This is an optimization exercise on Yosys and OpenROAD, whose aim is small area, not a production implementation.
Only simulation tests tie the RTL to the original design; equivalence was not proved.
Power and IR drop assume default switching activity.

==> v27: inputs <==
==> flow/design.v <==
module ahb (
            hclk
           ,hresetn
           ,htrans
           ,haddr
           ,hwdata
           ,hready_in
           ,hsel
           ,hwrite
           ,hsize
           ,hresp
           ,hready_out
           ,hrdata
           ,frame_num
           ,sample_in_frame
           ,com_2_ovl
           ,max_point_fft_core
           ,alpha
           ,quarter
           ,fft_num
           ,fft_stage_number
           ,mel_num
           ,cep_num
           ,trigger
           );
input hclk;                       
input hresetn;                    
input [1:0]htrans;
input [11:0]haddr;
input [31:0]hwdata;
input hready_in;
input hsel;
input hwrite;
input [2:0]hsize;
output [1:0]hresp;
output hready_out;
output [31:0]hrdata;
output [31:0]frame_num;            
output [31:0]sample_in_frame;      
output [31:0]com_2_ovl;            
output [31:0]max_point_fft_core;   
output [31:0]alpha;                
output [31:0]quarter;              
output [31:0]fft_num;              
output [31:0]fft_stage_number;     
output [31:0]mel_num;              
output [31:0]cep_num;              
output trigger;                    
wire [31:0]hrdata;
reg [31:0]frame_num;
reg [31:0]sample_in_frame;
reg [31:0]com_2_ovl;
reg [31:0]max_point_fft_core;
reg [31:0]alpha;
reg [31:0]quarter;
reg [31:0]fft_num;
reg [31:0]fft_stage_number;
reg [31:0]mel_num;
reg [31:0]cep_num;
reg trigger;
reg [3:0]addr_q;
reg wr_q;
wire xfer = htrans[1] & hready_in & hsel;
always @(posedge hclk) begin
  addr_q <= haddr[3:0] | {4{|haddr[11:4]}};
end
always @(posedge hclk or negedge hresetn) begin
  if (!hresetn) wr_q <= 1'b0;
  else          wr_q <= xfer & hwrite & (hsize == 3'b010);
end
wire [10:0]sel;
wire [10:0]we;
wire [10:0]nwe;
ahb_dec u_dec (.a(addr_q), .w(wr_q), .sel(sel), .we(we), .nwe(nwe));
wire [31:0]rv [0:9];
wire [31:0]nx [0:9];
assign rv[0] = frame_num;
assign rv[1] = sample_in_frame;
assign rv[2] = com_2_ovl;
assign rv[3] = max_point_fft_core;
assign rv[4] = alpha;
assign rv[5] = quarter;
assign rv[6] = fft_num;
assign rv[7] = fft_stage_number;
assign rv[8] = mel_num;
assign rv[9] = cep_num;
genvar k, i;
generate
  for (k = 0; k < 10; k = k + 1) begin : g_reg
    for (i = 0; i < 32; i = i + 1) begin : g_bit
      ahb_wmux u_wm (.s(we[k]), .sn(nwe[k]), .d(hwdata[i]), .q(rv[k][i]), .y(nx[k][i]));
    end
  end
endgenerate
wire nx_trigger;
ahb_wmux u_wm_trig (.s(we[10]), .sn(nwe[10]), .d(hwdata[0]), .q(trigger), .y(nx_trigger));
always @(posedge hclk or negedge hresetn) begin
  if (!hresetn) begin
    frame_num          <= 32'b0;
    sample_in_frame    <= 32'b0;
    com_2_ovl          <= 32'b0;
    max_point_fft_core <= 32'b0;
    alpha              <= 32'b0;
    quarter            <= 32'b0;
    fft_num            <= 32'b0;
    fft_stage_number   <= 32'b0;
    mel_num            <= 32'b0;
    cep_num            <= 32'b0;
    trigger            <= 1'b0;
  end
  else begin
    frame_num          <= nx[0];
    sample_in_frame    <= nx[1];
    com_2_ovl          <= nx[2];
    max_point_fft_core <= nx[3];
    alpha              <= nx[4];
    quarter            <= nx[5];
    fft_num            <= nx[6];
    fft_stage_number   <= nx[7];
    mel_num            <= nx[8];
    cep_num            <= nx[9];
    trigger            <= nx_trigger;
  end
end
ahb_rmux11 u_rm0 (.s(sel), .d({trigger, rv[9][0], rv[8][0], rv[7][0], rv[6][0], rv[5][0], rv[4][0], rv[3][0], rv[2][0], rv[1][0], rv[0][0]}), .y(hrdata[0]));
generate
  for (i = 1; i < 32; i = i + 1) begin : g_rd
    ahb_rmux10 u_rm (.s(sel[9:0]), .d({rv[9][i], rv[8][i], rv[7][i], rv[6][i], rv[5][i], rv[4][i], rv[3][i], rv[2][i], rv[1][i], rv[0][i]}), .y(hrdata[i]));
  end
endgenerate
assign hresp = 2'b0;
assign hready_out = 1'b1;
endmodule
module ahb_dec (
  input  [3:0]a,
  input  w,
  output [10:0]sel,
  output [10:0]we,
  output [10:0]nwe
);
wire [3:0]lo;
wire [3:0]nlo;
wire [2:0]hi;
wire [2:0]nhi;
wire [2:0]hiw;
wire [2:0]nhiw;
genvar j, k;
generate
  for (j = 0; j < 4; j = j + 1) begin : g_lo
    assign lo[j]  = (a[1:0] == j);
    assign nlo[j] = ~lo[j];
  end
  for (j = 0; j < 3; j = j + 1) begin : g_hi
    assign hi[j]   = (a[3:2] == j);
    assign nhi[j]  = ~hi[j];
    assign hiw[j]  = hi[j] & w;
    assign nhiw[j] = ~hiw[j];
  end
  for (k = 0; k < 11; k = k + 1) begin : g
    ahb_nor2  u_sel (.a(nlo[k % 4]), .b(nhi[k / 4]),  .y(sel[k]));
    ahb_nor2  u_we  (.a(nlo[k % 4]), .b(nhiw[k / 4]), .y(we[k]));
    ahb_nand2 u_nwe (.a(lo[k % 4]),  .b(hiw[k / 4]),  .y(nwe[k]));
  end
endgenerate
endmodule
module ahb_nor2 (
  input  a,
  input  b,
  output y
);
assign y = ~(a | b);
endmodule
module ahb_nand2 (
  input  a,
  input  b,
  output y
);
assign y = ~(a & b);
endmodule
module ahb_wmux (
  input  s,
  input  sn,
  input  d,
  input  q,
  output y
);
assign y = (s & d) | (sn & q);
endmodule
module ahb_rmux10 (
  input  [9:0]s,
  input  [9:0]d,
  output y
);
wire [2:0]n;
ahb_aoi222 u_a0 (.a(s[2:0]), .b(d[2:0]), .y(n[0]));
ahb_aoi222 u_a1 (.a(s[5:3]), .b(d[5:3]), .y(n[1]));
ahb_aoi222 u_a2 (.a(s[8:6]), .b(d[8:6]), .y(n[2]));
assign y = ~(n[0] & n[1] & n[2] & ~(s[9] & d[9]));
endmodule
module ahb_rmux11 (
  input  [10:0]s,
  input  [10:0]d,
  output y
);
wire [2:0]n;
ahb_aoi222 u_a0 (.a(s[2:0]), .b(d[2:0]), .y(n[0]));
ahb_aoi222 u_a1 (.a(s[5:3]), .b(d[5:3]), .y(n[1]));
ahb_aoi222 u_a2 (.a(s[8:6]), .b(d[8:6]), .y(n[2]));
assign y = ~(n[0] & n[1] & n[2] & ~((s[9] & d[9]) | (s[10] & d[10])));
endmodule
module ahb_aoi222 (
  input  [2:0]a,
  input  [2:0]b,
  output y
);
assign y = ~|(a & b);
endmodule
==> flow/flow/run.sh <==
#!/bin/bash
# Standard ORFS layout, with the smallest buffer (sky130_fd_sc_hd__buf_1)
# on every port and a clock tree built without dummy loads.
set -euo pipefail
CTS="-sink_clustering_enable -repair_clock_nets -dont_use_dummy_load -buf_list sky130_fd_sc_hd__clkbuf_16 -sink_clustering_size 34 -sink_clustering_max_diameter 60"
bash standard.sh 'BUFFER_PORTS_ARGS=-buffer_cell sky130_fd_sc_hd__buf_1' "CTS_ARGS=$CTS" finish > make_finish.log 2>&1
==> flow/standard.sh <==
#!/bin/bash
# synth_recipe.tcl (not shown) runs the flow's synth.tcl, then flattens the netlist and writes it again
# the make line also repeats each setting of config.mk as NAME=value (left out here)
make -C /OpenROAD-flow-scripts/flow DESIGN_CONFIG=/design/flow/config.mk WORK_HOME=/design/flow/orfs CLKGATE_MAP_FILE= SYNTH_SCRIPT=/design/flow/synth_recipe.tcl "${@:-finish}"
==> flow/config.mk <==
export PLATFORM = sky130hd
export DESIGN_NAME = ahb
export DESIGN_NICKNAME = ahb
export VERILOG_FILES = /design/flow/design.v
export SDC_FILE = /design/flow/constraint.sdc
export NUM_CORES = 4
export LEC_CHECK = 0
export CAP_MARGIN = 0
export CORE_MARGIN = 2
export CORE_UTILIZATION = 55
export SLEW_MARGIN = 0
export SYNTH_HIERARCHICAL = 1
==> flow/constraint.sdc <==
create_clock -name core_clock -period 10.0 [get_ports {hclk}]
set_input_delay 2.0000 -clock core_clock [delete_from_list [all_inputs] [get_ports {hclk}]]
set_output_delay 2.0000 -clock core_clock [all_outputs]
set_load 0.01 [all_outputs]
==> v11 (differences from v27) <==
--- a/flow/design.v
+++ b/flow/design.v
@@ -141,7 +141,4 @@
 wire [3:0]lo;
-wire [3:0]nlo;
 wire [2:0]hi;
-wire [2:0]nhi;
 wire [2:0]hiw;
-wire [2:0]nhiw;
 genvar j, k;
@@ -149,15 +146,12 @@
   for (j = 0; j < 4; j = j + 1) begin : g_lo
-    assign lo[j]  = (a[1:0] == j);
-    assign nlo[j] = ~lo[j];
+    assign lo[j] = (a[1:0] == j);
   end
   for (j = 0; j < 3; j = j + 1) begin : g_hi
-    assign hi[j]   = (a[3:2] == j);
-    assign nhi[j]  = ~hi[j];
-    assign hiw[j]  = hi[j] & w;
-    assign nhiw[j] = ~hiw[j];
+    assign hi[j]  = (a[3:2] == j);
+    assign hiw[j] = hi[j] & w;
   end
   for (k = 0; k < 11; k = k + 1) begin : g
-    ahb_nor2  u_sel (.a(nlo[k % 4]), .b(nhi[k / 4]),  .y(sel[k]));
-    ahb_nor2  u_we  (.a(nlo[k % 4]), .b(nhiw[k / 4]), .y(we[k]));
-    ahb_nand2 u_nwe (.a(lo[k % 4]),  .b(hiw[k / 4]),  .y(nwe[k]));
+    ahb_and2  u_sel (.a(lo[k % 4]), .b(hi[k / 4]),  .y(sel[k]));
+    ahb_and2  u_we  (.a(lo[k % 4]), .b(hiw[k / 4]), .y(we[k]));
+    ahb_nand2 u_nwe (.a(lo[k % 4]), .b(hiw[k / 4]), .y(nwe[k]));
   end
@@ -165,3 +159,3 @@
 endmodule
-module ahb_nor2 (
+module ahb_and2 (
   input  a,
@@ -170,3 +164,3 @@
 );
-assign y = ~(a | b);
+assign y = a & b;
 endmodule
==> flow/flow/run.sh (replaced) <==
#!/bin/bash
# Standard ORFS layout, with the smallest buffer (sky130_fd_sc_hd__buf_1)
# on every port and a clock tree built without dummy loads.
set -euo pipefail
CTS="-sink_clustering_enable -repair_clock_nets -dont_use_dummy_load -buf_list sky130_fd_sc_hd__clkbuf_16 -root_buf sky130_fd_sc_hd__clkbuf_4 -tree_buf sky130_fd_sc_hd__clkbuf_4 -sink_clustering_size 32 -sink_clustering_max_diameter 150"
bash standard.sh 'BUFFER_PORTS_ARGS=-buffer_cell sky130_fd_sc_hd__buf_1' "CTS_ARGS=$CTS" finish > make_finish.log 2>&1
Settings changed: CORE_UTILIZATION 55 to 65.
==> qor summary <==
Run status: v11 finished clean; v27 finished clean
Final critical-path share of the clock period: v11 52.90%; v27 52.37%
Switching fraction of total power: v11 21.71%; v27 21.51%
Vias in the first global route: v11 11,700; v27 11,260
Core footprint: v11 0.01883 mm^2; v27 0.02257 mm^2
Number of antenna violations at the first check in global routing: v11 2; v27 0
First-pass DRT Iterations: v11 10; v27 9
Fraction of met3 tracks used by global routing: v11 14.12%; v27 9.304%
Max incr delay on CP: v11 0.98 ns; v27 1.04 ns
Buffer share of cell area: v11 10.53%; v27 10.70%
Crit path capture: v11 hrdata[24]; v27 hrdata[12]
Die Outline Area: v11 0.02048 mm^2; v27 0.02410 mm^2
Antenna Diode Count: v11 4; v27 0
Clock Latency Late Sink: v11 0.69 ns; v27 0.54 ns
Clock transition time at the flip-flop clock pins of the worst setup and hold paths: v11 0.11 ns; v27 0.07 ns

==> static timing again, ports no longer ideal <==
The results above use ideal ports. As a check the final layouts listed here were re-extracted and re-timed, cells and wires unchanged. Step 1, drivers: a clkbuf_16 drives hclk and a buf_2 each remaining input, both assumed. Step 2 adds t to the input delays and takes it off the output delays; t is the mean of the earliest and latest rising clock arrival at the registers after step 1. Input paths then give back, and output paths get back, about the clock's delay inside the block. a / b / c = no drivers / after step 1 / after step 2; a / b = the first two.
| run | t, ns | setup WS [ns] | worst register clock-pin slew, ns | worst slew at a driven data input, ns |
|---|---|---|---|---|
| v27 | 0.560 | 4.763 / 4.714 / 5.274 | 0.11 / 0.11 | 0.07 |
| v11 | 0.710 | 4.710 / 4.665 / 5.375 | 0.12 / 0.12 | 0.09 |
After both steps setup and hold are still met in every run listed.
